Background: an optimization exercise with open tools, aiming at small area. Do not read the settings as production practice. Only simulation tests tie the RTL to the original design; equivalence was not proved. Power is estimated from default activity; no workload was simulated.

$ cat flow/flow/run.sh
#!/bin/bash
# Standard ORFS layout with two changes: port buffers use the smallest buffer
# cell, and clock-tree synthesis uses clkbuf_4 clusters without dummy loads.
set -euo pipefail
cd "$(dirname "$0")/.."
CTS="-sink_clustering_enable -repair_clock_nets -dont_use_dummy_load"
CTS="$CTS -buf_list sky130_fd_sc_hd__clkbuf_4"
CTS="$CTS -sink_clustering_size 10 -sink_clustering_max_diameter 30"
bash standard.sh \
	"BUFFER_PORTS_ARGS=-buffer_cell sky130_fd_sc_hd__buf_1" \
	"CTS_ARGS=$CTS" \
	finish > standard_make.log 2>&1
$ cat flow/standard.sh
#!/bin/bash
# synth_recipe.tcl (not shown) runs the flow's synth.tcl, then flattens the netlist and writes it again
# the make line also repeats each setting of config.mk as NAME=value (left out here)
make -C /OpenROAD-flow-scripts/flow DESIGN_CONFIG=/design/flow/config.mk WORK_HOME=/design/flow/orfs CLKGATE_MAP_FILE= SYNTH_SCRIPT=/design/flow/synth_recipe.tcl "${@:-finish}"
$ cat flow/config.mk
export PLATFORM = sky130hd
export DESIGN_NAME = quadChannelCounter
export DESIGN_NICKNAME = quadChannelCounter
export VERILOG_FILES = /design/flow/design.v
export SDC_FILE = /design/flow/constraint.sdc
export NUM_CORES = 4
export LEC_CHECK = 0
export CAP_MARGIN = 20
export CORE_MARGIN = 2
export CORE_UTILIZATION = 50
export PLACE_DENSITY = 0.65
export SLEW_MARGIN = 20
$ cat flow/constraint.sdc
create_clock -name core_clock -period 10.0 [get_ports {clock50Mhz}]
set_input_delay 2.0000 -clock core_clock [delete_from_list [all_inputs] [get_ports {clock50Mhz}]]
set_output_delay 2.0000 -clock core_clock [all_outputs]
set_load 0.01 [all_outputs]
$ cat flow/design.v
module quadChannelCounter(
	input clock50Mhz,
	input init,
	input key_restart,
	output READ,
	output nCS,
	output nRESET,
	output nLDAC,
	output [1:0]dac_chn_out,
	output [11:0]dac_data_out,
	input  wire [7:0]host_addr,
	input  wire      host_addr_write,
	input  wire [7:0]host_wdata,
	input  wire      host_write,
	input  wire [31:0]host_wdata32,
	input  wire      host_write32,
	input  wire      host_start_step,
	output wire [7:0]host_rdata,
	output wire      stop_step,
	output wire [31:0]time_count,
	output wire [31:0]ch0_count,
	output wire [31:0]ch1_count,
	output wire [31:0]ch2_count,
	output wire [31:0]ch3_count,
	input [3:0]count
);
wire clk = clock50Mhz;
localparam [3:0] C_D0 = 4'd0, C_INIT0 = 4'd1,
                 C_R0 = 4'd2, C_R1 = 4'd3,
                 C_SW0 = 4'd4, C_SW1 = 4'd5,
                 C_S320 = 4'd6, C_S321 = 4'd7,
                 C_AD0 = 4'd8, C_AD1 = 4'd9;
reg [3:0] c_state;
reg [15:0] c_cnt;
reg reset_out;      
reg sw_out;         
reg sw_out32;       
reg [7:0] addr;
reg [7:0] wdata;
reg [15:0] wdata32;
wire c_cnt_nz = |c_cnt;
wire c_r1 = c_state == C_R1;
wire c_sw1 = c_state == C_SW1;
wire c_s321 = c_state == C_S321;
wire c_ad1 = c_state == C_AD1;
wire c_init0 = c_state == C_INIT0;
always @(posedge clk) begin
	case (c_state)
		C_D0: begin
			reset_out <= 1'b0;
			sw_out <= 1'b0;
			sw_out32 <= 1'b0;
			if (host_addr_write)
				c_state <= C_AD0;
			else if (host_write32)
				c_state <= C_S320;
			else if (host_write)
				c_state <= C_SW0;
			else if (!key_restart || (addr == 8'h01 && wdata == 8'h02))
				c_state <= C_R0;
		end
		C_INIT0: c_state <= C_D0;
		C_R0: c_state <= C_R1;
		C_SW0, C_S320, C_AD0: c_state <= c_state + 4'd1;
		C_R1, C_SW1, C_S321, C_AD1: begin
			if (c_cnt_nz) begin
				if (c_r1) reset_out <= 1'b1;
				if (c_sw1) sw_out <= 1'b1;
				if (c_s321) sw_out32 <= 1'b1;
			end else
				c_state <= C_D0;
		end
		default: c_state <= C_D0;
	endcase
	if (init) begin
		c_state <= C_INIT0;
		reset_out <= 1'b0;
		sw_out <= 1'b0;
		sw_out32 <= 1'b0;
	end
end
always @(posedge clk) begin
	if (c_state == C_R0)
		c_cnt <= 16'd50000;
	else if (c_state == C_SW0 || c_state == C_S320 || c_state == C_AD0)
		c_cnt <= 16'd20;
	else
		c_cnt <= c_cnt - 16'd1;
end
always @(posedge clk) begin
	if (init | c_init0 | ((c_r1 | c_ad1) & c_cnt_nz))
		addr <= host_addr & {8{c_ad1 & ~init}};
	if (init | (c_sw1 & c_cnt_nz))
		wdata <= host_wdata & {8{~init}};
	if (c_s321 & c_cnt_nz)
		wdata32 <= host_wdata32[15:0];
end
reg [7:0] d_ram0;           
reg [7:0] d_ram1;           
reg [7:0] d_ram2;           
reg [63:0] d_ramx;          
reg [1:0] ch;
reg [7:0] d_dout;
wire d_reset = reset_out | d_ram0[0];
reg [1:0] ch_dec;
always @* begin
	case (d_ram2[7:4])
		4'b0100: ch_dec = 2'b01;
		4'b0010: ch_dec = 2'b10;
		4'b0001: ch_dec = 2'b11;
		default: ch_dec = 2'b00;
	endcase
end
wire a_47 = addr == 8'h47;
wire w32 = sw_out32 & a_47;
wire d_clr = d_reset | init;
wire [7:0] d_wd = wdata & {8{~d_clr}};
wire d_range = (addr >= 8'h02 && addr <= 8'h09) || (addr >= 8'h23 && addr <= 8'h25) ||
               addr == 8'h47 || addr == 8'h48;
wire k_range = (addr >= 8'h26) && (addr <= 8'h3b);
reg [7:0] rd;
integer i;
always @(posedge clk) begin
	for (i = 0; i < 8; i = i + 1)
		if (init | (sw_out & (addr == 8'h02 + i)))
			d_ramx[i*8 +: 8] <= wdata & {8{~init}};
	if (d_clr | (sw_out & (addr == 8'h23)))
		d_ram0 <= d_wd;
	if (d_clr | (sw_out & (addr == 8'h24)) | w32)
		d_ram1 <= d_clr ? 8'h00 : w32 ? wdata32[7:0] : wdata;
	if (d_clr | (sw_out & (addr == 8'h25)) | w32)
		d_ram2 <= d_clr ? 8'h88 : w32 ? wdata32[15:8] : wdata;
	if (init | (sw_out & (addr == 8'h25)) | w32)
		ch <= ch_dec & {2{~init}};
	if (init | d_range)
		d_dout <= rd & {8{~init}};
end
assign dac_chn_out = ch;
assign dac_data_out = {d_ram2[3:0], d_ram1};
localparam [3:0] S_INIT = 4'd0, S_IDLE = 4'd1, S_RESET0 = 4'd2, S_RESET1 = 4'd3,
                 S_FIN0 = 4'd4, S_FIN1 = 4'd5, S_WRITE0 = 4'd6, S_WRITE1 = 4'd7,
                 S_WRITE2 = 4'd8, S_WRITE3 = 4'd9, S_DLY0 = 4'd10, S_DLY1 = 4'd11;
reg [3:0] s_state;
reg [3:0] s_cnt;
reg s_read;           
reg s_ncs;
reg s_nreset;
reg start_counter;
wire s_cnt_nz = |s_cnt;
always @(posedge clk) begin
	case (s_state)
		S_FIN0: s_cnt <= 4'd5;
		S_RESET0: s_cnt <= 4'd3;
		S_DLY0: s_cnt <= 4'd10;
		S_WRITE0: s_cnt <= 4'd3;
		S_WRITE1: s_cnt <= s_cnt_nz ? s_cnt - 4'd1 : 4'd3;
		S_WRITE2: s_cnt <= s_cnt_nz ? s_cnt - 4'd1 : 4'd4;
		default: s_cnt <= s_cnt - 4'd1;
	endcase
end
always @(posedge clk) begin
	if (d_reset) s_state <= S_RESET0;
	case (s_state)
		S_INIT: begin
			s_read <= 1'b1;
			s_ncs <= 1'b1;
			s_nreset <= 1'b1;
			s_state <= S_IDLE;
		end
		S_IDLE: begin
			if (host_start_step) s_state <= S_FIN0;
			else if (sw_out) s_state <= S_DLY0;
			else s_state <= S_IDLE;
		end
		S_FIN0: begin
			start_counter <= 1'b1;
			s_state <= S_FIN1;
		end
		S_FIN1: begin
			if (d_reset) start_counter <= 1'b0;
			if (!s_cnt_nz) begin
				start_counter <= 1'b0;
				s_state <= S_IDLE;
			end
		end
		S_RESET0: begin
			s_nreset <= 1'b0;
			s_state <= S_RESET1;
		end
		S_RESET1: begin
			if (!s_cnt_nz) s_state <= S_INIT;
		end
		S_DLY0: begin
			s_state <= S_DLY1;
		end
		S_DLY1: begin
			if (!s_cnt_nz) s_state <= S_WRITE0;
		end
		S_WRITE0: begin
			s_read <= 1'b0;
			s_state <= S_WRITE1;
		end
		S_WRITE1: begin
			if (!s_cnt_nz) begin
					s_ncs <= 1'b0;
				s_state <= S_WRITE2;
			end
		end
		S_WRITE2: begin
			if (!s_cnt_nz) begin
				s_ncs <= 1'b1;
				s_state <= S_WRITE3;
			end
		end
		S_WRITE3: begin
			if (!s_cnt_nz) begin
				s_read <= 1'b1;
				s_state <= host_start_step ? S_FIN0 : S_IDLE;
			end
		end
		default: s_state <= S_IDLE;
	endcase
	if (init) begin
		s_state <= S_INIT;
		s_read <= 1'b1;
		s_ncs <= 1'b1;
		s_nreset <= 1'b1;
		start_counter <= 1'b0;
	end
end
assign READ = s_read;
assign nLDAC = s_read;
assign nCS = s_ncs;
assign nRESET = s_nreset;
localparam [2:0] K_INIT = 3'd0, K_IDLE = 3'd1, K_WRITE = 3'd2, K_COUNT = 3'd3,
                 K_DELAY = 3'd4, K_END = 3'd5;
reg [2:0] k_state;
reg [7:0] k_ram0;             
reg [7:0] k_ram1;             
reg [159:0] k_res;            
reg [13:0] sec;
reg [7:0] secTime;
reg stop;
reg k_reset;
reg [7:0] k_dout;
reg [3:0] sig_s1, sig_s2;
wire [3:0] rise = sig_s1 & ~sig_s2;
reg [31:0] cnt0, cnt1, cnt2, cnt3, cnt_time;
always @(posedge clk) begin
	sig_s1 <= count;
	sig_s2 <= sig_s1;
	if (init) begin
		sig_s1 <= 4'b0000;
		sig_s2 <= 4'b0000;
	end
end
wire k_clr = k_reset | init;
function automatic [31:0] count32(input [31:0] q, input en, input clr);
	integer b;
	reg t;
	begin
		t = en;
		for (b = 0; b < 32; b = b + 1) begin
			count32[b] = ~clr & (q[b] ^ t);
			t = t & q[b];
		end
	end
endfunction
always @(posedge clk) begin
	cnt0 <= count32(cnt0, rise[0] & k_ram0[7], k_clr);
	cnt1 <= count32(cnt1, rise[1] & k_ram0[6], k_clr);
	cnt2 <= count32(cnt2, rise[2] & k_ram0[5], k_clr);
	cnt3 <= count32(cnt3, rise[3] & k_ram0[4], k_clr);
	cnt_time <= count32(cnt_time, rise[0], k_clr);
end
wire k_R = reset_out | k_ram0[0];
wire sec_8 = sec[3] & ~sec[0];
wire sec_9 = sec[3] & sec[0];
wire sec_100 = sec[6] & sec[5] & sec[2];
wire sec_9999 = sec[13] & sec[10] & sec[9] & sec[8] & sec[3] & sec[2] & sec[1] & sec[0];
wire k_init = k_state == K_INIT;
wire k_rclr = init | k_init;
wire k_wr = k_state == K_WRITE;
wire k_copy = (k_state == K_COUNT) & ~(|secTime) & ~init;
wire [7:0] k_wd = wdata & {8{~k_rclr}};
wire [159:0] k_cnt = {cnt3, cnt2, cnt1, cnt_time, cnt0};
always @(posedge clk) begin
	if (k_rclr | (k_wr & (addr == 8'h26)))
		k_ram0 <= k_wd;
	if (k_rclr | (k_wr & (addr == 8'h27)))
		k_ram1 <= k_wd;
	for (i = 0; i < 20; i = i + 1)
		if (k_rclr | k_copy | (k_wr & (addr == 8'h28 + i)))
			k_res[i*8 +: 8] <= k_copy ? k_cnt[i*8 +: 8] : k_wd;
	if (init | ((k_state == K_IDLE) & k_range))
		k_dout <= rd & {8{~init}};
end
wire sec_run = ((k_state == K_DELAY) & ~sec_9) |
               ((k_state == K_COUNT) & (|secTime) & ~sec_9999) |
               ((k_state == K_END) & ~sec_100);
always @(posedge clk) begin
	sec <= sec_run ? sec + 14'd1 : 14'd0;
	if (k_state == K_DELAY)
		secTime <= k_ram1;
	else if ((k_state == K_COUNT) & sec_9999)
		secTime <= secTime - 8'd1;
end
always @(posedge clk) begin
	case (k_state)
		K_INIT: begin
			stop <= 1'b0;
			k_state <= K_IDLE;
		end
		K_IDLE: begin
			if (sw_out) k_state <= K_WRITE;
			else if (start_counter) k_state <= K_DELAY;
			else if (k_R) k_state <= K_INIT;
		end
		K_WRITE: k_state <= K_IDLE;
		K_DELAY: begin
			if (sec_8) k_reset <= 1'b1;
			if (sec_9) begin
				k_reset <= 1'b0;
				k_state <= K_COUNT;
			end else if (k_R)
				k_state <= K_INIT;
		end
		K_COUNT: begin
			if (|secTime) begin
				if (k_R) k_state <= K_INIT;
			end else begin
				stop <= 1'b1;
				k_state <= K_END;
			end
		end
		K_END: begin
			if (sec_100) begin
				stop <= 1'b0;
				k_state <= K_IDLE;
			end else if (k_R)
				k_state <= K_INIT;
		end
		default: ;
	endcase
	if (init) begin
		k_state <= K_INIT;
		stop <= 1'b0;
		k_reset <= 1'b0;
	end
end
assign stop_step = stop;
assign ch0_count = k_res[31:0];
assign time_count = k_res[63:32];
assign ch1_count = k_res[95:64];
assign ch2_count = k_res[127:96];
assign ch3_count = k_res[159:128];
always @* begin
	case (addr)
		8'h02: rd = d_ramx[7:0];
		8'h03: rd = d_ramx[15:8];
		8'h04: rd = d_ramx[23:16];
		8'h05: rd = d_ramx[31:24];
		8'h06: rd = d_ramx[39:32];
		8'h07: rd = d_ramx[47:40];
		8'h08: rd = d_ramx[55:48];
		8'h09: rd = d_ramx[63:56];
		8'h23: rd = d_ram0;
		8'h24, 8'h47: rd = d_ram1;
		8'h25, 8'h48: rd = d_ram2;
		8'h26: rd = k_ram0;
		8'h27: rd = k_ram1;
		default: rd = k_res[(addr[4:0] - 5'd8)*8 +: 8];
	endcase
end
reg [7:0] rdata;
always @* begin
	if (addr == 8'h00) rdata = 8'h10;
	else if (d_range) rdata = d_dout;
	else if (k_range) rdata = k_dout;
	else rdata = 8'h00;
end
assign host_rdata = rdata;
endmodule
==> flow_metrics.tcl, run 1 <==
set metrics [dict create \
    holdBufCountCts 0 \
    syn_nets 2206 \
    worst_setup_path_end_kind "flip-flop" \
    die_h_um 225 \
    synth_top_cells_by_area "edfxtp_1 39%, dfxtp_1 18%, ha_1 8.4%, a21o_1 5.0%, and2_1 4.3%" \
    grt_pass1_wl_mm 100 \
    cellLeakagePower_uw 0.0119 \
    maxSlewHeadroom_pct 22.4 \
    path_max_fanout 2 \
    grt_max_degree 98 \
    critPathTopFamily "adder cells" \
    final-setup-viol-count 0 \
    critPathBufInv 0 \
    clk_latency_ns 0.89 \
    critPathRequiredTime_ns 10.76 \
    synth-main-ff-cell "edfxtp_1" \
    cp_common_cell "ha_1" \
    clkTransAtPathRegs_ns 0.09 \
    cts_setup_buffers 0 \
    arrival_ns 7.52 \
    clkPwrFrac_pct 19.2 \
    yosys-mux-area-fraction_pct 4.44 \
    finalClockSkew_ns 0.102 \
    core_area_um2 48600 \
    switching_power_uw 2460 \
    report.final.slew_viol_count 0 \
    synthXorXnorAreaFrac_pct 1.36 \
    p_int_uw 4130 \
    synth_fa_ha_area_share_pct 8.43 \
    io_buffers 229 \
    ctsHtreeMaxLevel 3 \
    synth-simple-area-share_pct 13.2 \
    area_delta_synth_final_pct 9.48 \
    cp_slowest_cell "edfxtp_1" \
    clock-root-buffer "clkbuf_4" \
    start_kind "flip-flop" \
    finalCriticalPeriod_ns 6.76 \
    place_area_um2 25900 \
    ys_seq_area_share_pct 57.6 \
    tritoncts "done" \
    num_rows 81 \
    wirelength_mm 67.7 \
    top_usage_layer "met2" \
    drt-initial-drc-count 1595 \
    grt_pass1_vias 16800 \
    gr-total-overflow 0 \
    synth_common_cells "322 x edfxtp_1, 222 x dfxtp_1, 170 x and2_1, 165 x ha_1, 164 x a21o_1" \
    drcViolationCount 0 \
    synth_cell_types 83 \
    drive_gt1_share_pct 10.6 \
    async_reset_ff_share_pct 0 \
    syn_inst 1982 \
    grtUsageMet3_pct 6.87 \
    cap_viol_max_count 0 \
    die_x_um 225 \
    tightest_slew_ns 1.15 \
    numCtsBuffers 113 \
    gr-usage-all-layers_pct 26.6 \
    yosysMostFrequentCell "edfxtp_1" \
    synth_compound_area_share_pct 11.9 \
    fmax_mhz 148 \
    initial_core_util_pct 50.3 \
    final.setup.tns_ns 0 \
    vdd_drop_max_uv 160 \
    ys_warn_count 1 \
    pwr-share-comb_pct 30.9 \
    synth-edff-count 322 \
    nNetsFinal 2464 \
    antenna_found_initial 3 \
    post_cts_resized 0 \
    routedWlPerCell_um 23.7 \
    rsz0062_at_grt "false" \
    cts_buffer_depth 3 \
    ant_nets 0 \
    hold_viol_final 0 \
    numClockSinks 544 \
    power_uw 6590 \
    vias 17100 \
    use_met1_pct 33.5 \
    use_met2_pct 44.3 \
    path_class "reg2reg" \
    power.share.switching_pct 37.3 \
    crit_path_max_incr_delay_ns 0.48 \
    hpwlAfterDp_mm 47.4 \
    place_congestion 0.906 \
    power_density_nw_per_um2 246 \
    syn_area_per_cell_um2 12.4 \
    vias_per_cell 5.96 \
    final_cell_area_um2 26800 \
    period_share_pct 67.6 \
    synth_top_family_by_area "simple AND/OR/NAND/NOR gates" \
    synth_top_area_share_pct 39.5 \
    hold_class "reg2reg" \
    ios 246 \
    die_area_um2 50800 \
    synth_top_area_cell "edfxtp_1" \
    firstDrtPassIters 9 \
    p_seq_share_pct 49.9 \
    status "no timing/DRC/antenna violations" \
    ys_ff_latch 544 \
    syn-cell-area_um2 24500 \
]
[final cells by class]
type                    instances  area (um^2)
flip-flops and latches        544        14100
diodes                          2         5.00
clock buffers                 113          848
multi-input cells            1268         9720
fillers                      4239        21800
repair buffers                273         1190
inverters                      40          150
well taps                     622          778
[path summary, 6_finish.rpt]
| path | slack (ns) | endpoint | cells after the start | from |
|---|---|---|---|---|
| worst min-delay path | 0.46 | sig_s2[0] | 1 | sig_s1[0] |
| worst max-delay path | 3.24 | cnt0[31] | 34 | k_ram0[7] |
| worst min register to register | 0.46 | sig_s2[0] | 1 | sig_s1[0] |
| worst max register to register | 3.24 | cnt0[31] | 34 | k_ram0[7] |
[power by group through the flow]
| stage | logic (uW) | clock network [uW] | registers (uW) |
|---|---|---|---|
| after floorplan | 1190 | 0 | 3260 |
| after CTS | 2020 | 1300 | 3290 |
| after detailed placement | 2010 | 0 | 3330 |
| final | 2040 | 1260 | 3290 |
| after global placement | 1990 | 0 | 3310 |
| after global routing | 2180 | 1390 | 3320 |
[metrics by stage]
step                utilization [%]  instances  setup WS (ns)  hold slack (ns)
floorplan                         -       1982           3.82            0.427
global placement               53.3       2747           3.35            0.440
detailed placement             53.3       2747           3.24            0.450
CTS                            55.1       2860           3.22            0.461
global route                   55.1       2862           2.88            0.479
finish                         55.1       2862           3.24            0.460
[flip-flops by register name, indices dropped and copies added, names as in the netlist, 14 cells and up]
name,count
c_cnt,16
cnt0,32
cnt1,32
cnt2,32
cnt3,32
cnt_time,32
d_ramx,64
k_res,160
sec,14
wdata32,16
[cells by family (layout without fill, tap and decap cells)]
family / count (synthesis) / after routing
adder cells (fa/ha/maj): 165 / 165
flip-flops: 544 / 544
XOR/XNOR: 38 / 38
buffers and inverters: 170 / 426
other: 0 / 2
AO/OA/AOI/OAI: 415 / 415
multiplexers: 61 / 61
AND/OR/NAND/NOR: 589 / 589
[metal layers]
metal	wire, um	vias to the layer above
met3	5920	141
met4	2180	2
met1	26400	8391
met5	13	-
met2	33200	736
li1	-	7798
[cell usage in the layout (no fill, tap or decap), types with 31 or more instances in the layout]
cell / n
mux4_2: 38
dfxtp_1: 222
a21o_1: 164
edfxtp_1: 322
buf_4: 44
nand3_1: 42
o21ai_0: 64
buf_1: 228
a21oi_1: 62
nor2b_1: 31
nor2_1: 106
ha_1: 165
clkbuf_4: 113
nand2_1: 105
inv_1: 40
and2_1: 170
==> run 2, diff against run 1 <==
==> flow/flow/run.sh (replaced) <==
#!/bin/bash
# Layout flow: the standard ORFS layout (standard.sh) with three changes.
# 1. Synthesis runs synth_recipe.tcl behind the prelude flow/area_synth.tcl:
#    adders are left to ABC and ABC maps for area (flow/area.abc).
# 2. Port buffers use the smallest buffer cell, buf_1.
# 3. Clock-tree synthesis uses clkbuf_4 clusters and no dummy loads.
# Each tool's log is under orfs/logs/; make's output goes to standard_make.log.
set -euo pipefail
cd "$(dirname "$0")/.."
W=$PWD
{
	echo "set ::my_area_abc $W/flow/area.abc"
	cat flow/area_synth.tcl
	cat synth_recipe.tcl
} > area_synth_recipe.tcl
CTS="-sink_clustering_enable -repair_clock_nets -dont_use_dummy_load"
CTS="$CTS -buf_list sky130_fd_sc_hd__clkbuf_4"
CTS="$CTS -sink_clustering_size 10 -sink_clustering_max_diameter 30"
bash standard.sh \
	"SYNTH_SCRIPT=$W/area_synth_recipe.tcl" \
	"BUFFER_PORTS_ARGS=-buffer_cell sky130_fd_sc_hd__buf_1" \
	"CTS_ARGS=$CTS" \
	finish > standard_make.log 2>&1
==> flow/flow/area.abc (new file) <==
&get -n
&st
&dch -f
&nf -R 1000 -p -C 32 -F 8
&st
&dch -f
&nf -R 1000 -p -C 32 -F 8
&put
topo
==> flow/flow/area_synth.tcl (new file) <==
# Prelude to the standard flow's synthesis script (synth_recipe.tcl), which run.sh puts in
# front of it. Two changes to the standard synthesis, both after the registers
# are mapped, so the registers, their names and their cell types stay the same:
# - no half/full-adder extraction: ABC maps the adders with the other logic;
# - ABC runs an area-oriented script (flow/area.abc) instead of the speed one.
set ::env(ADDER_MAP_FILE) ""
proc abc {args} {
	set i [lsearch -exact $args -script]
	if {$i >= 0} {
		lset args [expr {$i + 1}] $::my_area_abc
	}
	yosys abc {*}$args
}
==> flow_metrics.tcl, run 2 <==
set metrics [dict create \
    ant_nets 0 \
    die_h_um 212 \
    cts_buffer_depth 3 \
    reg_top3 "k_res (160), d_ramx (64)" \
    clock-root-buffer "clkbuf_4" \
    routedWlPerCell_um 23.6 \
    hold_viol_final 0 \
    placedCellCount 2688 \
    fmax_mhz 163 \
    final_common_cell "edfxtp_1" \
    initial_core_util_pct 50.5 \
    rsz0062_at_grt "false" \
    ys_seq_area_share_pct 65.1 \
    cellLeakagePower_uw 0.0102 \
    power_density_nw_per_um2 245 \
    drive_gt1_share_pct 7.96 \
    instances_no_fill 2802 \
    cts_setup_buffers 0 \
    cap_viol_max_count 0 \
    tritoncts "done" \
    core_area_um2 42900 \
    regMostFlops "k_res" \
    vias_per_cell 6.20 \
    cp_common_cell "and3_1" \
    syn_inst 1833 \
    critPathRequiredTime_ns 10.71 \
    maxSlewHeadroom_pct 25.0 \
    clkTransAtPathRegs_ns 0.08 \
    holdBufCountCts 0 \
    final-setup-viol-count 0 \
    crit_path_max_incr_delay_ns 0.50 \
    drt-initial-drc-count 2128 \
    finalCriticalPeriod_ns 6.15 \
    fin_util_pct 57.2 \
    largest_register_ffs 160 \
    synth_common_cells "322 x edfxtp_1, 222 x dfxtp_1, 189 x a21oi_1, 161 x a21o_1, 156 x o21ai_0" \
    status "no timing/DRC/antenna violations" \
    async_reset_ff_share_pct 0 \
    clk_latency_ns 0.86 \
    place_area_um2 23700 \
    period_share_pct 61.5 \
    grt_max_degree 104 \
    gr-usage-all-layers_pct 28.9 \
    syn_nets 1892 \
    worst_setup_path_end_kind "flip-flop" \
    io_buffers 229 \
    place_congestion 0.878 \
    start_kind "flip-flop" \
    hold_class "reg2reg" \
    hpwlAfterDp_mm 44.1 \
    vias 17400 \
    multi_input_area_um2 7610 \
    numCtsBuffers 109 \
    synth-main-ff-cell "edfxtp_1" \
    grt_pass1_wl_mm 96.9 \
    die_area_um2 45000 \
    ys_warn_count 1 \
    synth_top_cells_by_area "edfxtp_1 45%, dfxtp_1 21%, a21o_1 5.6%, a21oi_1 4.4%, o21ai_0 3.6%" \
    nNetsFinal 2273 \
    path_class "reg2reg" \
    vdd_drop_max_uv 130 \
    wirelength_mm 66.0 \
    finalClockSkew_ns 0.0783 \
    ios 246 \
    report.final.slew_viol_count 0 \
    post_cts_resized 0 \
    ys_ff_latch 544 \
    layout_common_cells "322 x edfxtp_1, 228 x buf_1, 222 x dfxtp_1" \
    synth_top_area_cell "edfxtp_1" \
    cp_slowest_cell "nor2b_1" \
    antenna_found_initial 2 \
    syn_area_per_cell_um2 11.8 \
    numClockSinks 544 \
    arrival_ns 6.86 \
    final_cell_area_um2 24500 \
    regArea_um2 14100 \
    num_rows 76 \
    fillCellCount 3718 \
    gr-total-overflow 0 \
    drcViolationCount 0 \
    tightest_slew_ns 1.12 \
    crit_chain "nor2b_1, and3_1, and2_0, and3_1, and2_0, and3_1, and2_0, and3_1, and2_0, and3_1, and2_0, and3_1, and2_0, and3_1, and2_0, and3_1, and2_0, and3_1, and2_0, and3_1, and2_0, and3_1, nor3_1" \
    ctsHtreeMaxLevel 3 \
    yosysMostFrequentCell "edfxtp_1" \
    grt_pass1_vias 16000 \
    syn-cell-area_um2 21700 \
    synth-edff-count 322 \
    synth_top_area_share_pct 44.6 \
    die_x_um 212 \
    synth_cell_types 52 \
    path_max_fanout 6 \
    final.setup.tns_ns 0 \
    area_delta_synth_final_pct 13.1 \
    firstDrtPassIters 6 \
]
==> run 2: cell count changes after synthesis, sizes merged, moves of 43 or more <==
cell / previous run / this run
ha: 165 / 0
a21oi: 63 / 189
and2: 171 / 68
o21ai: 69 / 156
clkbuf: 75 / 0
nor3: 20 / 82
and3: 4 / 63
buf: 55 / 5
a222oi: 6 / 49
==> run 2: layer usage <==
layer / vias to the layer above / part of all wire [%] / track usage, % / wire, um
met3: 153 / 10 / 6.29 / 6840
met2: 959 / 45 / 43.7 / 29700
met4: 0 / 3.0 / 10.2 / 1980
li1: 7858 / - / - / -
met1: 8393 / 42 / 41.1 / 27600
met5: - / 0 / 0 / 0
==> run 2: worst paths after layout <==
check | start | endpoint | slack (ns) | depth (start not counted)
min | s_nreset | s_nreset | 0.44 | 2
max reg2reg | sig_s1[0] | cnt_time[31] | 3.85 | 23
min reg2reg | s_nreset | s_nreset | 0.44 | 2
max | sig_s1[0] | cnt_time[31] | 3.85 | 23
==> run 2: report_power, final <==
part	internal [uW]	total [uW]	switching, uW
sequential	2900	3260	352
combinational	470	1520	1050
clock	493	1240	743
total	3870	6010	2150
==> run 2: kinds of logic after synthesis <==
group / Yosys count / share of synthesized area [%]
xor+xnor: 22 / 0.889
simple gates: 589 / 13.8
compound gates: 668 / 19.9
flops: 544 / 65.1
buf+inv: 10 / 0.260
==> run 2: layout make-up <==
class                           instances  share of cell area (%)
Sequential cell                       544                    57.6
Inverter                                5                  0.0766
Clock buffer                          109                    3.34
Antenna cell                            5                  0.0510
Timing Repair Buffer                  275                    4.91
Tap cell                              585                    2.99
Multi-Input combinational cell       1279                    31.1
==> run 2: through the flow <==
step	total power, uW	setup WS, ns	hold WS (ns)
floorplan	3950	3.01	0.428
global placement	4760	4.32	0.440
detailed placement	4780	3.99	0.444
CTS	6010	3.94	0.451
global route	6250	3.31	0.458
finish	6010	3.85	0.445
==> run 2: critical path, delay by kind of cell (launching register included) <==
kind / cells / cell delay, ns
AND/OR/NAND/NOR: 23 / 5.65
flip-flops: 1 / 0.32
==> run 3, diff against run 2 <==
--- a/flow/design.v
+++ b/flow/design.v
@@ -37,6 +37,8 @@
 reg sw_out32;       
 reg [7:0] addr;
-reg [7:0] wdata;
-reg [15:0] wdata32;
+reg [15:0] wlatch;
+reg wdata_is2;
+wire [7:0] wdata = wlatch[7:0];
+wire [15:0] wdata32 = wlatch;
 wire c_cnt_nz = |c_cnt;
 wire c_r1 = c_state == C_R1;
@@ -57,5 +59,5 @@
 			else if (host_write)
 				c_state <= C_SW0;
-			else if (!key_restart || (addr == 8'h01 && wdata == 8'h02))
+			else if (!key_restart || (addr == 8'h01 && wdata_is2))
 				c_state <= C_R0;
 		end
@@ -92,7 +94,9 @@
 		addr <= host_addr & {8{c_ad1 & ~init}};
 	if (init | (c_sw1 & c_cnt_nz))
-		wdata <= host_wdata & {8{~init}};
+		wdata_is2 <= (host_wdata == 8'h02) & ~init;
+	if (c_sw1 & c_cnt_nz)
+		wlatch[7:0] <= host_wdata;
 	if (c_s321 & c_cnt_nz)
-		wdata32 <= host_wdata32[15:0];
+		wlatch <= host_wdata32[15:0];
 end
 reg [7:0] d_ram0;           
@@ -146,6 +150,6 @@
 reg s_ncs;
 reg s_nreset;
-reg start_counter;
 wire s_cnt_nz = |s_cnt;
+wire start_counter = s_state == S_FIN1;
 always @(posedge clk) begin
 	case (s_state)
@@ -174,11 +178,8 @@
 		end
 		S_FIN0: begin
-			start_counter <= 1'b1;
 			s_state <= S_FIN1;
 		end
 		S_FIN1: begin
-			if (d_reset) start_counter <= 1'b0;
 			if (!s_cnt_nz) begin
-				start_counter <= 1'b0;
 				s_state <= S_IDLE;
 			end
@@ -226,5 +227,4 @@
 		s_ncs <= 1'b1;
 		s_nreset <= 1'b1;
-		start_counter <= 1'b0;
 	end
 end
@@ -242,5 +242,4 @@
 reg [7:0] secTime;
 reg stop;
-reg k_reset;
 reg [7:0] k_dout;
 reg [3:0] sig_s1, sig_s2;
@@ -250,10 +249,10 @@
 	sig_s1 <= count;
 	sig_s2 <= sig_s1;
-	if (init) begin
-		sig_s1 <= 4'b0000;
-		sig_s2 <= 4'b0000;
-	end
 end
-wire k_clr = k_reset | init;
+wire k_R = reset_out | k_ram0[0];
+wire sec_9 = sec[3] & sec[0];
+wire sec_100 = sec[6] & sec[5] & sec[2];
+wire sec_9999 = sec[13] & sec[10] & sec[9] & sec[8] & sec[3] & sec[2] & sec[1] & sec[0];
+wire k_clr = (k_state == K_DELAY) & sec_9;
 function automatic [31:0] count32(input [31:0] q, input en, input clr);
 	integer b;
@@ -274,9 +273,4 @@
 	cnt_time <= count32(cnt_time, rise[0], k_clr);
 end
-wire k_R = reset_out | k_ram0[0];
-wire sec_8 = sec[3] & ~sec[0];
-wire sec_9 = sec[3] & sec[0];
-wire sec_100 = sec[6] & sec[5] & sec[2];
-wire sec_9999 = sec[13] & sec[10] & sec[9] & sec[8] & sec[3] & sec[2] & sec[1] & sec[0];
 wire k_init = k_state == K_INIT;
 wire k_rclr = init | k_init;
@@ -319,7 +313,5 @@
 		K_WRITE: k_state <= K_IDLE;
 		K_DELAY: begin
-			if (sec_8) k_reset <= 1'b1;
 			if (sec_9) begin
-				k_reset <= 1'b0;
 				k_state <= K_COUNT;
 			end else if (k_R)
@@ -346,5 +338,4 @@
 		k_state <= K_INIT;
 		stop <= 1'b0;
-		k_reset <= 1'b0;
 	end
 end
--- a/flow/config.mk
+++ b/flow/config.mk
@@ -8,5 +8,5 @@
 export CAP_MARGIN = 20
 export CORE_MARGIN = 2
-export CORE_UTILIZATION = 50
-export PLACE_DENSITY = 0.65
+export CORE_UTILIZATION = 65
+export PLACE_DENSITY = 0.75
 export SLEW_MARGIN = 20
==> flow_metrics.tcl, run 3 <==
set metrics [dict create \
    drive_gt1_share_pct 7.34 \
    vdd_drop_max_uv 147 \
    cellLeakagePower_uw 0.00996 \
    whs_ns 0.333 \
    arrival_ns 6.80 \
    ctsHtreeMaxLevel 3 \
    routedWlPerCell_um 23.6 \
    clock-root-buffer "clkbuf_4" \
    final.setup.tns_ns 0 \
    final-setup-viol-count 0 \
    holdBufCountCts 0 \
    hold_class "reg2reg" \
    final_common_cell "edfxtp_1" \
    report.final.slew_viol_count 0 \
    numCtsBuffers 99 \
    tritoncts "done" \
    synth_cell_types 51 \
    path_max_fanout 5 \
    finalClockSkew_ns 0.122 \
    die_h_um 185 \
    cts_setup_buffers 0 \
    clkTransAtPathRegs_ns 0.10 \
    synth_top_cells_by_area "edfxtp_1 44%, dfxtp_1 21%, a21o_1 5.6%, a21oi_1 4.2%, o21ai_0 3.3%" \
    reg_top3 "k_res (160), d_ramx (64)" \
    final_cell_area_um2 23900 \
    rsz0062_at_grt "false" \
    nNetsFinal 2214 \
    dp_slack_ns 4.01 \
    grt_max_degree 101 \
    num_rows 66 \
    ys_ff_latch 535 \
    cap_viol_max_count 0 \
    path_class "reg2reg" \
    fillCellCount 2387 \
    synth_top_area_cell "edfxtp_1" \
    gr-usage-all-layers_pct 35.3 \
    cts_buffer_depth 3 \
    synth_common_cells "315 x edfxtp_1, 220 x dfxtp_1, 179 x a21oi_1, 160 x a21o_1, 144 x nor2_1" \
    drcViolationCount 0 \
    post_cts_resized 0 \
    ant_nets 0 \
    syn_inst 1791 \
    start_kind "flip-flop" \
    fmax_mhz 163 \
    io_buffers 229 \
    worst_setup_path_end_kind "flip-flop" \
    finalCriticalPeriod_ns 6.15 \
    vias 17300 \
    maxSlewHeadroom_pct 26.7 \
    syn-cell-area_um2 21400 \
    ys_seq_area_share_pct 64.9 \
    hpwlAfterDp_mm 40.8 \
    die_x_um 185 \
    syn_area_per_cell_um2 11.9 \
    ys_warn_count 1 \
    core_area_um2 32500 \
    status "no timing/DRC/antenna violations" \
    layout_setup_ws_ns 3.85 \
    grt_pass1_wl_mm 90.3 \
    drt-initial-drc-count 2378 \
    die_area_um2 34300 \
    synth-edff-count 315 \
    placedCellCount 2495 \
    tightest_slew_ns 1.10 \
    place_area_um2 23100 \
    period_share_pct 61.5 \
    critPathRequiredTime_ns 10.64 \
    synth-main-ff-cell "edfxtp_1" \
    place_congestion 0.902 \
    wirelength_mm 61.4 \
    yosysMostFrequentCell "edfxtp_1" \
    grt_pass1_vias 15700 \
    vias_per_cell 6.65 \
    ios 246 \
    area_delta_synth_final_pct 11.9 \
    firstDrtPassIters 9 \
    clk_latency_ns 0.83 \
    regMostFlops "k_res" \
    numClockSinks 535 \
    syn_nets 1850 \
    power_density_nw_per_um2 236 \
    initial_core_util_pct 65.8 \
    async_reset_ff_share_pct 0 \
    antenna_found_initial 2 \
    layout_common_cells "315 x edfxtp_1, 228 x buf_1, 220 x dfxtp_1" \
    synth_top_area_share_pct 44.3 \
    hold_viol_final 0 \
    largest_register_ffs 160 \
    instances_no_fill 2596 \
    gr-total-overflow 0 \
]
-- run 3: layout make-up --
cell class | instances | area, um^2 | share of cell area, %
multi-input combinational | 1248 | 7570 | 31.7
timing repair buffer | 268 | 1150 | 4.83
inverter | 3 | 11.3 | 0.0471
tap | 442 | 553 | 2.31
sequential | 535 | 13900 | 58.0
clock buffer | 99 | 743 | 3.11
antenna | 1 | 2.50 | 0.0105
-- run 3: routing by layer --
metal | routed length (um) | up-vias | GRT usage, %
met5 | 13 | - | 0
met4 | 1850 | 2 | 11.7
met3 | 7920 | 133 | 7.37
met2 | 27500 | 1185 | 53.3
met1 | 24100 | 8250 | 51.3
li1 | - | 7704 | -
-- run 3: path summary, 6_finish.rpt --
kind | startpoint | to | slack (ns) | depth (start not counted)
max | sig_s1[0] | cnt0[31] | 3.85 | 24
min | sig_s1[2] | sig_s2[2] | 0.33 | 0
max reg2reg | sig_s1[0] | cnt0[31] | 3.85 | 24
min reg2reg | sig_s1[2] | sig_s2[2] | 0.33 | 0
-- run 3: through the flow --
stage / utilization (%) / power (uW)
after floorplan: - / 3810
after global placement: 71.3 / 4440
after detailed placement: 71.3 / 4480
after CTS: 73.6 / 5610
after global routing: 73.6 / 5850
final: 73.6 / 5640
-- run 3: logic make-up (layout without fill, tap and decap cells) --
| family | count (synthesis) | after routing | synth area share, % |
|---|---|---|---|
| mux | 8 | 8 | 0.422 |
| xor+xnor | 24 | 24 | 0.984 |
| simple gates | 555 | 555 | 13.4 |
| buf+inv | 8 | 370 | 0.228 |
| flops | 535 | 535 | 64.9 |
| other cells | 0 | 1 | 0 |
| compound gates | 661 | 661 | 20.1 |
-- run 3: worst max-delay path, cell delays in order, from the launching register on --
cell and delay (ns):
dfxtp_1 0.32, nor2b_1 0.40, and3_1 0.29, and2_0 0.26
and3_1 0.22, and2_0 0.25, and3_1 0.23, and2_0 0.25
and3_1 0.24, and2_0 0.27, and3_1 0.23, and2_0 0.27
and3_1 0.23, and2_0 0.23, and3_1 0.22, and2_0 0.24
and3_1 0.23, and2_0 0.24, and3_1 0.22, and2_0 0.26
and3_1 0.23, and2_0 0.27, and3_1 0.23, xnor2_1 0.12
nor2_1 0.05
-- run 3: power by group --
group / switching, uW / internal [uW] / leakage, uW
Combinational: 906 / 430 / 0.00435
Clock: 707 / 450 / 0.000455
Sequential: 326 / 2820 / 0.00516
Total: 1940 / 3700 / 0.00996
==> run 4, diff against run 3 <==
--- a/flow/design.v
+++ b/flow/design.v
@@ -84,9 +84,9 @@
 always @(posedge clk) begin
 	if (c_state == C_R0)
-		c_cnt <= 16'd50000;
+		c_cnt <= 16'hc65e;
 	else if (c_state == C_SW0 || c_state == C_S320 || c_state == C_AD0)
-		c_cnt <= 16'd20;
+		c_cnt <= 16'h9b06;
 	else
-		c_cnt <= c_cnt - 16'd1;
+		c_cnt <= {c_cnt[14:0], ~(c_cnt[15] ^ c_cnt[13] ^ c_cnt[12] ^ c_cnt[10])};
 end
 always @(posedge clk) begin
--- a/flow/flow/run.sh
+++ b/flow/flow/run.sh
@@ -16,5 +16,5 @@
 CTS="-sink_clustering_enable -repair_clock_nets -dont_use_dummy_load"
 CTS="$CTS -buf_list sky130_fd_sc_hd__clkbuf_4"
-CTS="$CTS -sink_clustering_size 10 -sink_clustering_max_diameter 30"
+CTS="$CTS -sink_clustering_size 10 -sink_clustering_max_diameter 40"
 bash standard.sh \
 	"SYNTH_SCRIPT=$W/area_synth_recipe.tcl" \
==> flow_metrics.tcl, run 4 <==
set metrics [dict create \
    synth-main-ff-cell "edfxtp_1" \
    cellLeakagePower_uw 0.00984 \
    instances_no_fill 2563 \
    gr-usage-all-layers_pct 36.2 \
    io_buffers 229 \
    cts_buffer_depth 3 \
    critPathRequiredTime_ns 10.61 \
    hold_class "reg2reg" \
    grt_pass1_vias 15800 \
    hpwlAfterDp_mm 41.1 \
    post_cts_resized 0 \
    worst_setup_path_end_kind "flip-flop" \
    ios 246 \
    rsz0062_at_grt "false" \
    clk_latency_ns 0.76 \
    final_cell_area_um2 23600 \
    fillCellCount 2363 \
    place_congestion 0.933 \
    holdBufCountCts 0 \
    gr-total-overflow 0 \
    place_area_um2 23000 \
    ys_ff_latch 535 \
    critPathTopFamily "simple AND/OR/NAND/NOR gates" \
    synth_top_area_cell "edfxtp_1" \
    power_uw 5070 \
    clock-root-buffer "clkbuf_4" \
    tightest_slew_ns 1.14 \
    arrival_ns 6.75 \
    die_x_um 185 \
    cts_setup_buffers 0 \
    layout_common_cells "315 x edfxtp_1, 228 x buf_1, 220 x dfxtp_1" \
    firstDrtPassIters 7 \
    grt_max_degree 101 \
    numClockSinks 535 \
    routedWlPerCell_um 24.1 \
    vdd_drop_max_uv 179 \
    final_common_cell "edfxtp_1" \
    syn_inst 1787 \
    start_kind "flip-flop" \
    crit_chain "nor2b_1, and3_1, and2_0, and3_1, and2_0, and3_1, and2_0, and3_1, and2_0, and3_1, and2_0, and3_1, and2_0, and3_1, and2_0, and3_1, and2_0, and3_1, and2_0, and3_1, and2_0, and3_1, xnor2_1, nor2_1" \
    cap_viol_max_count 0 \
    die_area_um2 34200 \
    grt_pass1_wl_mm 91.9 \
    regMostFlops "k_res" \
    cp_slowest_cell "dfxtp_1" \
    reg_top3 "k_res (160), d_ramx (64)" \
    report.final.slew_viol_count 0 \
    crit_path_max_incr_delay_ns 0.34 \
    drcViolationCount 0 \
    synth_common_cells "315 x edfxtp_1, 220 x dfxtp_1, 165 x a21o_1, 163 x a21oi_1, 149 x nor2_1" \
    largest_register_ffs 160 \
    vias_per_cell 6.69 \
    finalCriticalPeriod_ns 6.14 \
    hold_viol_final 0 \
    maxSlewHeadroom_pct 23.3 \
    synth-edff-count 315 \
    ys_seq_area_share_pct 65.2 \
    final.setup.tns_ns 0 \
    synth_cell_types 46 \
    fin_util_pct 72.8 \
    drive_gt1_share_pct 5.99 \
    multi_input_area_um2 7460 \
    regArea_um2 13900 \
    core_area_um2 32400 \
    ctsHtreeMaxLevel 3 \
    final-setup-viol-count 0 \
    initial_core_util_pct 65.7 \
    ant_nets 0 \
    ys_warn_count 1 \
    finalClockSkew_ns 0.0579 \
    power_density_nw_per_um2 215 \
    path_class "reg2reg" \
    syn_area_per_cell_um2 11.9 \
    antenna_found_initial 3 \
    async_reset_ff_share_pct 0 \
    path_max_fanout 5 \
    vias 17200 \
    yosysMostFrequentCell "edfxtp_1" \
    nNetsFinal 2180 \
    syn-cell-area_um2 21300 \
    critPathBufInv 0 \
    placedCellCount 2492 \
    clkTransAtPathRegs_ns 0.11 \
    status "no timing/DRC/antenna violations" \
    synth_top_area_share_pct 44.5 \
    cp_common_cell "and3_1" \
    period_share_pct 61.4 \
    tritoncts "done" \
    wirelength_mm 61.9 \
    area_delta_synth_final_pct 10.8 \
    num_rows 66 \
    numCtsBuffers 69 \
    die_h_um 185 \
    drt-initial-drc-count 2357 \
    synth_top_cells_by_area "edfxtp_1 44%, dfxtp_1 21%, a21o_1 5.8%, a21oi_1 3.8%, o21ai_0 3.3%" \
    fmax_mhz 163 \
    syn_nets 1846 \
]
## run 4: cells by family (layout without fill, tap and decap cells)
| family | after synthesis | after routing | share of synthesized area (%) |
|---|---|---|---|
| other | 0 | 2 | 0 |
| muxes | 8 | 8 | 0.423 |
| DFF | 535 | 535 | 65.2 |
| and+or+nand+nor | 572 | 572 | 13.7 |
| buffers and inverters | 13 | 345 | 0.318 |
| AOI/OAI and AO/OA | 642 | 642 | 19.7 |
| xor gates and xnor gates | 17 | 17 | 0.700 |
## run 4: final timing paths
path                                 from  cells past startpoint  slack [ns]        end
worst max register to register  sig_s1[0]                     24        3.86   cnt0[31]
worst max-delay path            sig_s1[0]                     24        3.86   cnt0[31]
worst min-delay path            sig_s1[2]                      0        0.35  sig_s2[2]
worst min register to register  sig_s1[2]                      0        0.35  sig_s2[2]
## run 4: layout make-up
type,instances,area share (%)
flip-flops and latches,535,58.8
repair buffers,268,4.88
diodes,2,0.0212
clock buffers,69,2.20
inverters,8,0.127
multi-input cells,1239,31.6
well taps,442,2.35
## run 4: report_power, final
part / internal [uW] / total [uW] / switching [uW]
Combinational: 370 / 1200 / 829
Clock: 319 / 995 / 676
Sequential: 2650 / 2880 / 225
## run 4: worst reg2reg max path, cell delays in order (launching register included)
cell,delay [ns]
dfxtp_1,0.34
nor2b_1,0.32
and3_1,0.28
and2_0,0.26
and3_1,0.23
and2_0,0.26
and3_1,0.22
and2_0,0.24
and3_1,0.23
and2_0,0.27
and3_1,0.23
and2_0,0.25
and3_1,0.23
and2_0,0.25
and3_1,0.24
and2_0,0.26
and3_1,0.23
and2_0,0.26
and3_1,0.24
and2_0,0.26
and3_1,0.23
and2_0,0.24
and3_1,0.23
xnor2_1,0.14
nor2_1,0.06
## run 4: per-stage QoR
step                      hold slack [ns]  setup WS, ns
after CTS                           0.356          3.98
after global routing                0.356          3.33
after floorplan                     0.324          3.01
final                               0.347          3.86
after detailed placement            0.335          4.05
after global placement              0.327          4.41
## run 4: routing by layer
metal / share of wire (%) / routed length [um] / GRT usage [%]
met3: 13 / 8110 / 9.36
met5: 0 / 0 / 0
met4: 4.0 / 2460 / 15.6
met2: 44 / 27500 / 53.2
met1: 38 / 23800 / 51.3
==> run 5, diff against run 4 <==
--- a/flow/design.v
+++ b/flow/design.v
@@ -95,8 +95,9 @@
 	if (init | (c_sw1 & c_cnt_nz))
 		wdata_is2 <= (host_wdata == 8'h02) & ~init;
-	if (c_sw1 & c_cnt_nz)
-		wlatch[7:0] <= host_wdata;
+	wlatch[7:0] <= ({8{c_sw1 & c_cnt_nz}} & host_wdata) |
+	               ({8{c_s321 & c_cnt_nz}} & host_wdata32[7:0]) |
+	               ({8{~((c_sw1 | c_s321) & c_cnt_nz)}} & wlatch[7:0]);
 	if (c_s321 & c_cnt_nz)
-		wlatch <= host_wdata32[15:0];
+		wlatch[15:8] <= host_wdata32[15:8];
 end
 reg [7:0] d_ram0;           
@@ -120,4 +121,6 @@
 wire d_clr = d_reset | init;
 wire [7:0] d_wd = wdata & {8{~d_clr}};
+wire d_w24 = sw_out & (addr == 8'h24);
+wire d_w25 = sw_out & (addr == 8'h25);
 wire d_range = (addr >= 8'h02 && addr <= 8'h09) || (addr >= 8'h23 && addr <= 8'h25) ||
                addr == 8'h47 || addr == 8'h48;
@@ -131,8 +134,11 @@
 	if (d_clr | (sw_out & (addr == 8'h23)))
 		d_ram0 <= d_wd;
-	if (d_clr | (sw_out & (addr == 8'h24)) | w32)
-		d_ram1 <= d_clr ? 8'h00 : w32 ? wdata32[7:0] : wdata;
-	if (d_clr | (sw_out & (addr == 8'h25)) | w32)
-		d_ram2 <= d_clr ? 8'h88 : w32 ? wdata32[15:8] : wdata;
+	d_ram1 <= ({8{~d_clr & w32}} & wdata32[7:0]) |
+	          ({8{~d_clr & ~w32 & d_w24}} & wdata) |
+	          ({8{~d_clr & ~w32 & ~d_w24}} & d_ram1);
+	d_ram2 <= ({8{d_clr}} & 8'h88) |
+	          ({8{~d_clr & w32}} & wdata32[15:8]) |
+	          ({8{~d_clr & ~w32 & d_w25}} & wdata) |
+	          ({8{~d_clr & ~w32 & ~d_w25}} & d_ram2);
 	if (init | (sw_out & (addr == 8'h25)) | w32)
 		ch <= ch_dec & {2{~init}};
@@ -284,10 +290,16 @@
 	if (k_rclr | (k_wr & (addr == 8'h27)))
 		k_ram1 <= k_wd;
-	for (i = 0; i < 20; i = i + 1)
-		if (k_rclr | k_copy | (k_wr & (addr == 8'h28 + i)))
-			k_res[i*8 +: 8] <= k_copy ? k_cnt[i*8 +: 8] : k_wd;
 	if (init | ((k_state == K_IDLE) & k_range))
 		k_dout <= rd & {8{~init}};
 end
+reg k_ld;
+always @(posedge clk) begin
+	for (i = 0; i < 20; i = i + 1) begin
+		k_ld = k_rclr | (k_wr & (addr == 8'h28 + i));
+		k_res[i*8 +: 8] <= ({8{k_copy}} & k_cnt[i*8 +: 8]) |
+		                   ({8{~k_copy & k_ld}} & k_wd) |
+		                   ({8{~k_copy & ~k_ld}} & k_res[i*8 +: 8]);
+	end
+end
 wire sec_run = ((k_state == K_DELAY) & ~sec_9) |
                ((k_state == K_COUNT) & (|secTime) & ~sec_9999) |
@@ -295,8 +307,7 @@
 always @(posedge clk) begin
 	sec <= sec_run ? sec + 14'd1 : 14'd0;
-	if (k_state == K_DELAY)
-		secTime <= k_ram1;
-	else if ((k_state == K_COUNT) & sec_9999)
-		secTime <= secTime - 8'd1;
+	secTime <= ({8{k_state == K_DELAY}} & k_ram1) |
+	           ({8{(k_state == K_COUNT) & sec_9999}} & (secTime - 8'd1)) |
+	           ({8{(k_state != K_DELAY) & ~((k_state == K_COUNT) & sec_9999)}} & secTime);
 end
 always @(posedge clk) begin
@@ -346,21 +357,16 @@
 assign ch2_count = k_res[127:96];
 assign ch3_count = k_res[159:128];
+integer j;
 always @* begin
-	case (addr)
-		8'h02: rd = d_ramx[7:0];
-		8'h03: rd = d_ramx[15:8];
-		8'h04: rd = d_ramx[23:16];
-		8'h05: rd = d_ramx[31:24];
-		8'h06: rd = d_ramx[39:32];
-		8'h07: rd = d_ramx[47:40];
-		8'h08: rd = d_ramx[55:48];
-		8'h09: rd = d_ramx[63:56];
-		8'h23: rd = d_ram0;
-		8'h24, 8'h47: rd = d_ram1;
-		8'h25, 8'h48: rd = d_ram2;
-		8'h26: rd = k_ram0;
-		8'h27: rd = k_ram1;
-		default: rd = k_res[(addr[4:0] - 5'd8)*8 +: 8];
-	endcase
+	rd = 8'h00;
+	for (j = 0; j < 8; j = j + 1)
+		rd = rd | (d_ramx[j*8 +: 8] & {8{addr == 8'h02 + j}});
+	rd = rd | (d_ram0 & {8{addr == 8'h23}});
+	rd = rd | (d_ram1 & {8{addr == 8'h24 || addr == 8'h47}});
+	rd = rd | (d_ram2 & {8{addr == 8'h25 || addr == 8'h48}});
+	rd = rd | (k_ram0 & {8{addr == 8'h26}});
+	rd = rd | (k_ram1 & {8{addr == 8'h27}});
+	for (j = 0; j < 20; j = j + 1)
+		rd = rd | (k_res[j*8 +: 8] & {8{addr == 8'h28 + j}});
 end
 reg [7:0] rdata;
==> flow_metrics.tcl, run 5 <==
set metrics [dict create \
    cellLeakagePower_uw 0.00807 \
    clk_latency_ns 0.76 \
    holdBufCountCts 0 \
    final.setup.tns_ns 0 \
    period_share_pct 59.8 \
    hold_class "reg2reg" \
    rsz0062_at_grt "false" \
    grt_max_degree 84 \
    crit_path_max_incr_delay_ns 0.34 \
    die_x_um 181 \
    largest_register_ffs 160 \
    die_h_um 181 \
    layout_common_cells "412 x dfxtp_1, 237 x o21ai_0, 228 x buf_1" \
    report.final.slew_viol_count 0 \
    routedWlPerCell_um 25.3 \
    maxSlewHeadroom_pct 25.5 \
    grt_pass1_wl_mm 102 \
    tightest_slew_ns 1.10 \
    syn-cell-area_um2 20300 \
    switching_power_uw 1760 \
    ant_nets 0 \
    firstDrtPassIters 11 \
    start_kind "flip-flop" \
    ys_warn_count 1 \
    final_common_cell "dfxtp_1" \
    worst_setup_path_end_kind "flip-flop" \
    clkPwrFrac_pct 20.0 \
    area_delta_synth_final_pct 10.5 \
    power_uw 4990 \
    crit_chain "nor2b_1, and3_1, and2_0, and3_1, and2_0, and3_1, and2_0, and3_1, and2_0, and3_1, and2_0, and3_1, and2_0, and3_1, and2_0, and3_1, and2_0, and3_1, and2_0, and3_1, and2_0, and3_1, xnor2_1, nor2_1" \
    worst-r2r-cell-count 24 \
    io_buffers 229 \
    vias 18800 \
    drt-initial-drc-count 2828 \
    nNetsFinal 2354 \
    synth-edff-count 123 \
    status "no timing/DRC/antenna violations" \
    clkTransAtPathRegs_ns 0.11 \
    finalCriticalPeriod_ns 5.98 \
    antenna_found_initial 2 \
    ff2ff_setup_slack_ns 4.02 \
    fmax_mhz 167 \
    cts_buffer_depth 3 \
    hp-start "sig_s1[2]" \
    vdd_drop_max_uv 175 \
    place_congestion 0.979 \
    vias_per_cell 7.00 \
    post_cts_resized 0 \
    ys_seq_area_share_pct 58.9 \
    critPathRequiredTime_ns 10.59 \
    gr-usage-all-layers_pct 40.6 \
    syn_area_per_cell_um2 10.3 \
    tritoncts "done" \
    power.share.switching_pct 35.3 \
    ctsHtreeMaxLevel 3 \
    wirelength_mm 68.1 \
    regMostFlops "k_res" \
    numClockSinks 535 \
    cp_slowest_cell "dfxtp_1" \
    worstReg2RegEnd "cnt0[31]" \
    power_density_nw_per_um2 223 \
    core_area_um2 30700 \
    p_seq_share_pct 58.1 \
    async_reset_ff_share_pct 0 \
    drcViolationCount 0 \
    syn_inst 1970 \
    hold_viol_final 0 \
    reg_top3 "k_res (160), d_ramx (64)" \
    initial_core_util_pct 66.1 \
    num_rows 64 \
    drive_gt1_share_pct 4.75 \
    gr-total-overflow 0 \
    cap_viol_max_count 0 \
    synth_top_cells_by_area "dfxtp_1 41%, edfxtp_1 18%, o21ai_0 5.9%, a22oi_1 5.5%, a222oi_1 4.0%" \
    synth_top_area_share_pct 40.7 \
    p_int_uw 3230 \
    cts_setup_buffers 0 \
    arrival_ns 6.57 \
    synth-main-ff-cell "dfxtp_1" \
    die_area_um2 32600 \
    numCtsBuffers 68 \
    ios 246 \
    synth_top_area_cell "dfxtp_1" \
    ys_ff_latch 535 \
    hpwlAfterDp_mm 47.2 \
    pwr-share-comb_pct 21.9 \
    synth_cell_types 47 \
    cp_common_cell "and3_1" \
    holdPathEnd "sig_s2[2]" \
    path_max_fanout 5 \
    finalClockSkew_ns 0.0953 \
    r2r-start "sig_s1[0]" \
    grt_pass1_vias 17300 \
    synth_common_cells "412 x dfxtp_1, 237 x o21ai_0, 166 x nor2_1, 155 x a21oi_1, 148 x a22oi_1" \
    final-setup-viol-count 0 \
    path_class "reg2reg" \
    holdPathStages 0 \
    yosysMostFrequentCell "dfxtp_1" \
    clock-root-buffer "clkbuf_4" \
    syn_nets 2029 \
]
==> run 5: worst max-delay path, delay by kind of cell (launching register included) <==
family	cells	cell delay (ns)
simple gates	23	5.34
flops	1	0.34
xor+xnor	1	0.13
==> run 5: metal layers <==
layer | GRT usage, % | vias to the layer above | share of wire [%]
met5 | 0 | - | 0.016
met4 | 24.8 | 2 | 7.1
met3 | 10.5 | 305 | 14
met2 | 62.0 | 1405 | 44
met1 | 52.1 | 8821 | 35
li1 | - | 8298 | -
==> run 5: final cells by class <==
class	instances	area [um^2]
Timing Repair Buffer	260	1110
Tap cell	396	495
Multi-Input combinational cell	1387	8180
Antenna cell	1	2.50
Fill cell	2374	8270
Sequential cell	535	11900
Inverter	43	161
Clock buffer	68	510
==> run 5: worst max path at each step <==
stage            endpoint  cells after the start  slack, ns  startpoint
2_1_floorplan  k_res[104]                      4       2.99        init
3_3_place_gp     cnt0[31]                     24       4.37   sig_s1[0]
3_5_place_dp     cnt0[31]                     24       4.14   sig_s1[0]
4_1_cts          cnt0[31]                     24       4.11   sig_s1[0]
5_1_grt          cnt0[31]                     24       3.29   sig_s1[0]
6_report         cnt0[31]                     24       4.02   sig_s1[0]
==> run 5: kinds of logic after synthesis <==
kind of cell           after synthesis  share of synthesized area, %
AO/OA/AOI/OAI                      724                          23.5
AND/OR/NAND/NOR                    648                          15.9
flip-flops                         535                          58.9
buffers and inverters               48                         0.982
XOR/XNOR                            15                         0.648
==> run 5: power by group through the flow <==
stage          clock network (uW)  registers [uW]  logic, uW
2_1_floorplan                   0            2840        636
6_report                      998            2900       1090
3_3_place_gp                    0            2920       1030
4_1_cts                       996            2880       1060
3_5_place_dp                    0            2930       1060
5_1_grt                      1080            2930       1180
==> run 5: through the flow <==
stage / utilization, % / area (um^2) / hold slack, ns / std cells / setup slack [ns]
6_report: 73.0 / 22400 / 0.359 / 2690 / 4.02
5_1_grt: 73.0 / 22400 / 0.360 / 2690 / 3.29
4_1_cts: 72.9 / 22400 / 0.356 / 2688 / 4.11
3_5_place_dp: 71.3 / 21900 / 0.335 / 2620 / 4.14
3_3_place_gp: 71.2 / 21800 / 0.332 / 2619 / 4.37
2_1_floorplan: - / 20300 / 0.324 / 1970 / 2.99
==> run 6, diff against run 5 <==
--- a/flow/design.v
+++ b/flow/design.v
@@ -251,5 +251,5 @@
 reg [3:0] sig_s1, sig_s2;
 wire [3:0] rise = sig_s1 & ~sig_s2;
-reg [31:0] cnt0, cnt1, cnt2, cnt3, cnt_time;
+reg [31:0] cnt1, cnt2, cnt3, cnt_time;
 always @(posedge clk) begin
 	sig_s1 <= count;
@@ -273,5 +273,4 @@
 endfunction
 always @(posedge clk) begin
-	cnt0 <= count32(cnt0, rise[0] & k_ram0[7], k_clr);
 	cnt1 <= count32(cnt1, rise[1] & k_ram0[6], k_clr);
 	cnt2 <= count32(cnt2, rise[2] & k_ram0[5], k_clr);
@@ -284,5 +283,5 @@
 wire k_copy = (k_state == K_COUNT) & ~(|secTime) & ~init;
 wire [7:0] k_wd = wdata & {8{~k_rclr}};
-wire [159:0] k_cnt = {cnt3, cnt2, cnt1, cnt_time, cnt0};
+wire [159:0] k_cnt = {cnt3, cnt2, cnt1, cnt_time, cnt_time};
 always @(posedge clk) begin
 	if (k_rclr | (k_wr & (addr == 8'h26)))
@@ -297,5 +296,5 @@
 	for (i = 0; i < 20; i = i + 1) begin
 		k_ld = k_rclr | (k_wr & (addr == 8'h28 + i));
-		k_res[i*8 +: 8] <= ({8{k_copy}} & k_cnt[i*8 +: 8]) |
+		k_res[i*8 +: 8] <= ({8{k_copy & (i >= 4 || k_ram0[7])}} & k_cnt[i*8 +: 8]) |
 		                   ({8{~k_copy & k_ld}} & k_wd) |
 		                   ({8{~k_copy & ~k_ld}} & k_res[i*8 +: 8]);
==> flow_metrics.tcl, run 6 <==
set metrics [dict create \
    status "no timing/DRC/antenna violations" \
    clkTransAtPathRegs_ns 0.11 \
    gr-usage-all-layers_pct 41.5 \
    fmax_mhz 168 \
    power_density_nw_per_um2 190 \
    hold_viol_final 0 \
    yosysMostFrequentCell "dfxtp_1" \
    start_kind "flip-flop" \
    ys_seq_area_share_pct 58.6 \
    syn_nets 1916 \
    die_x_um 176 \
    place_congestion 0.984 \
    synth_common_cells "380 x dfxtp_1, 186 x o21ai_0, 171 x nor2_1, 134 x a21oi_1" \
    wl_met3_mm 10.1 \
    syn_inst 1857 \
    post_cts_resized 0 \
    rsz0062_at_grt "false" \
    synth_top_cells_by_area "dfxtp_1 39%, edfxtp_1 19%, o21ai_0 4.8%, a22oi_1 4.2%, a21oi_1 3.5%" \
    die_h_um 176 \
    place_area_um2 20900 \
    num_rows 63 \
    layout_common_cells "380 x dfxtp_1, 228 x buf_1, 186 x o21ai_0" \
    gr-total-overflow 0 \
    ys_ff_latch 503 \
    drcViolationCount 0 \
    reg_top3 "k_res (160), d_ramx (64)" \
    area_delta_synth_final_pct 10.7 \
    cts_setup_buffers 0 \
    maxSlewHeadroom_pct 22.7 \
    ios 246 \
    drt-initial-drc-count 3230 \
    p_seq_share_pct 62.3 \
    ys_warn_count 1 \
    die_area_um2 31100 \
    clkPwrFrac_pct 22.6 \
    core_area_um2 29400 \
    critPathRequiredTime_ns 10.68 \
    largest_register_ffs 160 \
    final-setup-viol-count 0 \
    switching_power_uw 1260 \
    p_int_uw 2810 \
    nNetsFinal 2236 \
    final_common_cell "dfxtp_1" \
    power.share.switching_pct 30.9 \
    initial_core_util_pct 65.6 \
    synth_cell_types 49 \
    clk_latency_ns 0.80 \
    hold_class "reg2reg" \
    clock-root-buffer "clkbuf_4" \
    cts_buffer_depth 3 \
    worst_setup_path_end_kind "flip-flop" \
    vias 18200 \
    synth-main-ff-cell "dfxtp_1" \
    routedWlPerCell_um 25.9 \
    final_cell_area_um2 21400 \
    vias_per_cell 7.09 \
    syn-cell-area_um2 19300 \
    finalClockSkew_ns 0.0774 \
    tightest_slew_ns 1.15 \
    m1WireLength_mm 24.2 \
    ant_nets 0 \
    ctsHtreeMaxLevel 2 \
    synth_top_area_share_pct 39.5 \
    synth-edff-count 123 \
    regMostFlops "k_res" \
    path_max_fanout 5 \
    arrival_ns 6.63 \
    routed.top_layer "met5" \
    path_class "reg2reg" \
    hpwlAfterDp_mm 46.1 \
    grt_pass1_vias 16200 \
    vdd_drop_max_uv 181 \
    period_share_pct 59.5 \
    io_buffers 229 \
    fin_util_pct 72.6 \
    final.setup.tns_ns 0 \
    grt_pass1_wl_mm 97.8 \
    grt_max_degree 85 \
    holdBufCountCts 0 \
    wl_met2_mm 28.5 \
    firstDrtPassIters 9 \
    antenna_found_initial 4 \
    drive_gt1_share_pct 4.78 \
    syn_area_per_cell_um2 10.4 \
    tritoncts "done" \
    async_reset_ff_share_pct 0 \
    wirelength_mm 66.4 \
    fillCellCount 2219 \
    finalCriticalPeriod_ns 5.95 \
    report.final.slew_viol_count 0 \
    pwr-share-comb_pct 15.1 \
    numClockSinks 503 \
    synth_top_area_cell "dfxtp_1" \
    cellLeakagePower_uw 0.00766 \
    numCtsBuffers 61 \
    cap_viol_max_count 0 \
]
[run 6: cell count changes in the layout (fill, tap and decap cells not counted), moves of 12 or more]
cell / change
a222oi_1: -15
dfxtp_1: -32
a221o_1: +19
and2_0: -14
o211ai_1: +12
a22oi_1: -40
a21oi_1: -20
o21ai_0: -51
a21o_1: +13
a32oi_1: +23
[run 6: cells by family (layout without fill, tap and decap cells)]
logic type / count (synthesis) / after routing / synth area share (%)
simple gates: 623 / 623 / 15.8
other cells: 0 / 1 / 0
mux: 1 / 1 / 0.0519
buf+inv: 43 / 361 / 0.934
compound gates: 673 / 673 / 24.0
flops: 503 / 503 / 58.6
xor+xnor: 14 / 14 / 0.636
[run 6: final cells by class]
type	count	area (um^2)	share of cell area (%)
flip-flops and latches	503	11300	52.9
multi-input cells	1311	7850	36.8
repair buffers	262	1110	5.19
well taps	390	488	2.29
clock buffers	61	458	2.14
inverters	38	143	0.668
diodes	1	2.50	0.0117
[run 6: power by group through the flow]
stage	clock, uW	sequential, uW	combinational [uW]
4_1_cts	913	2520	591
6_report	920	2530	612
5_1_grt	989	2550	655
3_5_place_dp	0	2560	590
2_1_floorplan	0	2500	364
3_3_place_gp	0	2550	573
[run 6: metal layers]
layer	up-vias	GRT usage, %
met5	-	0
met4	2	19.4
met3	261	11.4
met2	1458	61.8
met1	8578	56.5
li1	7895	-
[run 6: through the flow]
step / setup slack [ns] / hold slack, ns / power, uW / std cells
floorplan: 1.75 / 0.331 / 2860 / 1857
global placement: 4.49 / 0.337 / 3120 / 2504
detailed placement: 4.18 / 0.339 / 3150 / 2504
CTS: 4.13 / 0.369 / 4020 / 2565
global route: 3.51 / 0.378 / 4190 / 2566
finish: 4.05 / 0.365 / 4060 / 2566
[run 6: path summary, 6_finish.rpt]
path / startpoint / endpoint / slack (ns) / depth (start not counted)
max: k_ram0[4] / cnt3[31] / 4.05 / 24
min: sig_s1[2] / sig_s2[2] / 0.36 / 0
max reg2reg: k_ram0[4] / cnt3[31] / 4.05 / 24
min reg2reg: sig_s1[2] / sig_s2[2] / 0.36 / 0
[run 6: critical path: stages (launching register included)]
cell      delay [ns]
edfxtp_1        0.51
nand2_1         0.09
nor2_1          0.17
and3_1          0.27
and3_1          0.22
and2_0          0.24
and3_1          0.22
and2_0          0.25
and3_1          0.23
and2_0          0.25
and3_1          0.23
and2_0          0.24
and3_1          0.34
and2_0          0.29
and3_1          0.23
and2_0          0.23
and3_1          0.22
and2_0          0.24
and3_1          0.22
and2_0          0.24
and3_1          0.22
and2_0          0.24
and3_1          0.25
xnor2_1         0.13
nor2_1          0.06

separate check: timing with driven ports:
No port has a modelled driver above. Below, the same layouts with a new extraction and two added sets of constraints. Step 1 assumes that a clkbuf_16 drives the clock port and a buf_2 every other input. Step 2 adds t to the input delays and takes it off the output delays; t is the mean of the earliest and latest rising clock arrival at the registers after step 1. Input paths then give back, and output paths get back, about the clock's delay inside the block. Three values: ideal ports, drivers, drivers and shift; two values: the first two.
run | t, ns | setup slack, ns | clock arrival spread, ns
run 1 | 0.902 | 3.238 / 3.238 / 3.238 | 0.112 / 0.112
run 2 | 0.881 | 3.854 / 3.854 / 3.854 | 0.084 / 0.083
run 3 | 0.824 | 3.849 / 3.849 / 3.849 | 0.122 / 0.122
run 4 | 0.782 | 3.857 / 3.857 / 3.857 | 0.069 / 0.068
run 5 | 0.757 | 4.020 / 4.020 / 4.020 | 0.111 / 0.111
run 6 | 0.819 | 4.049 / 4.049 / 4.049 | 0.084 / 0.084
After both steps every run listed still meets setup and hold.
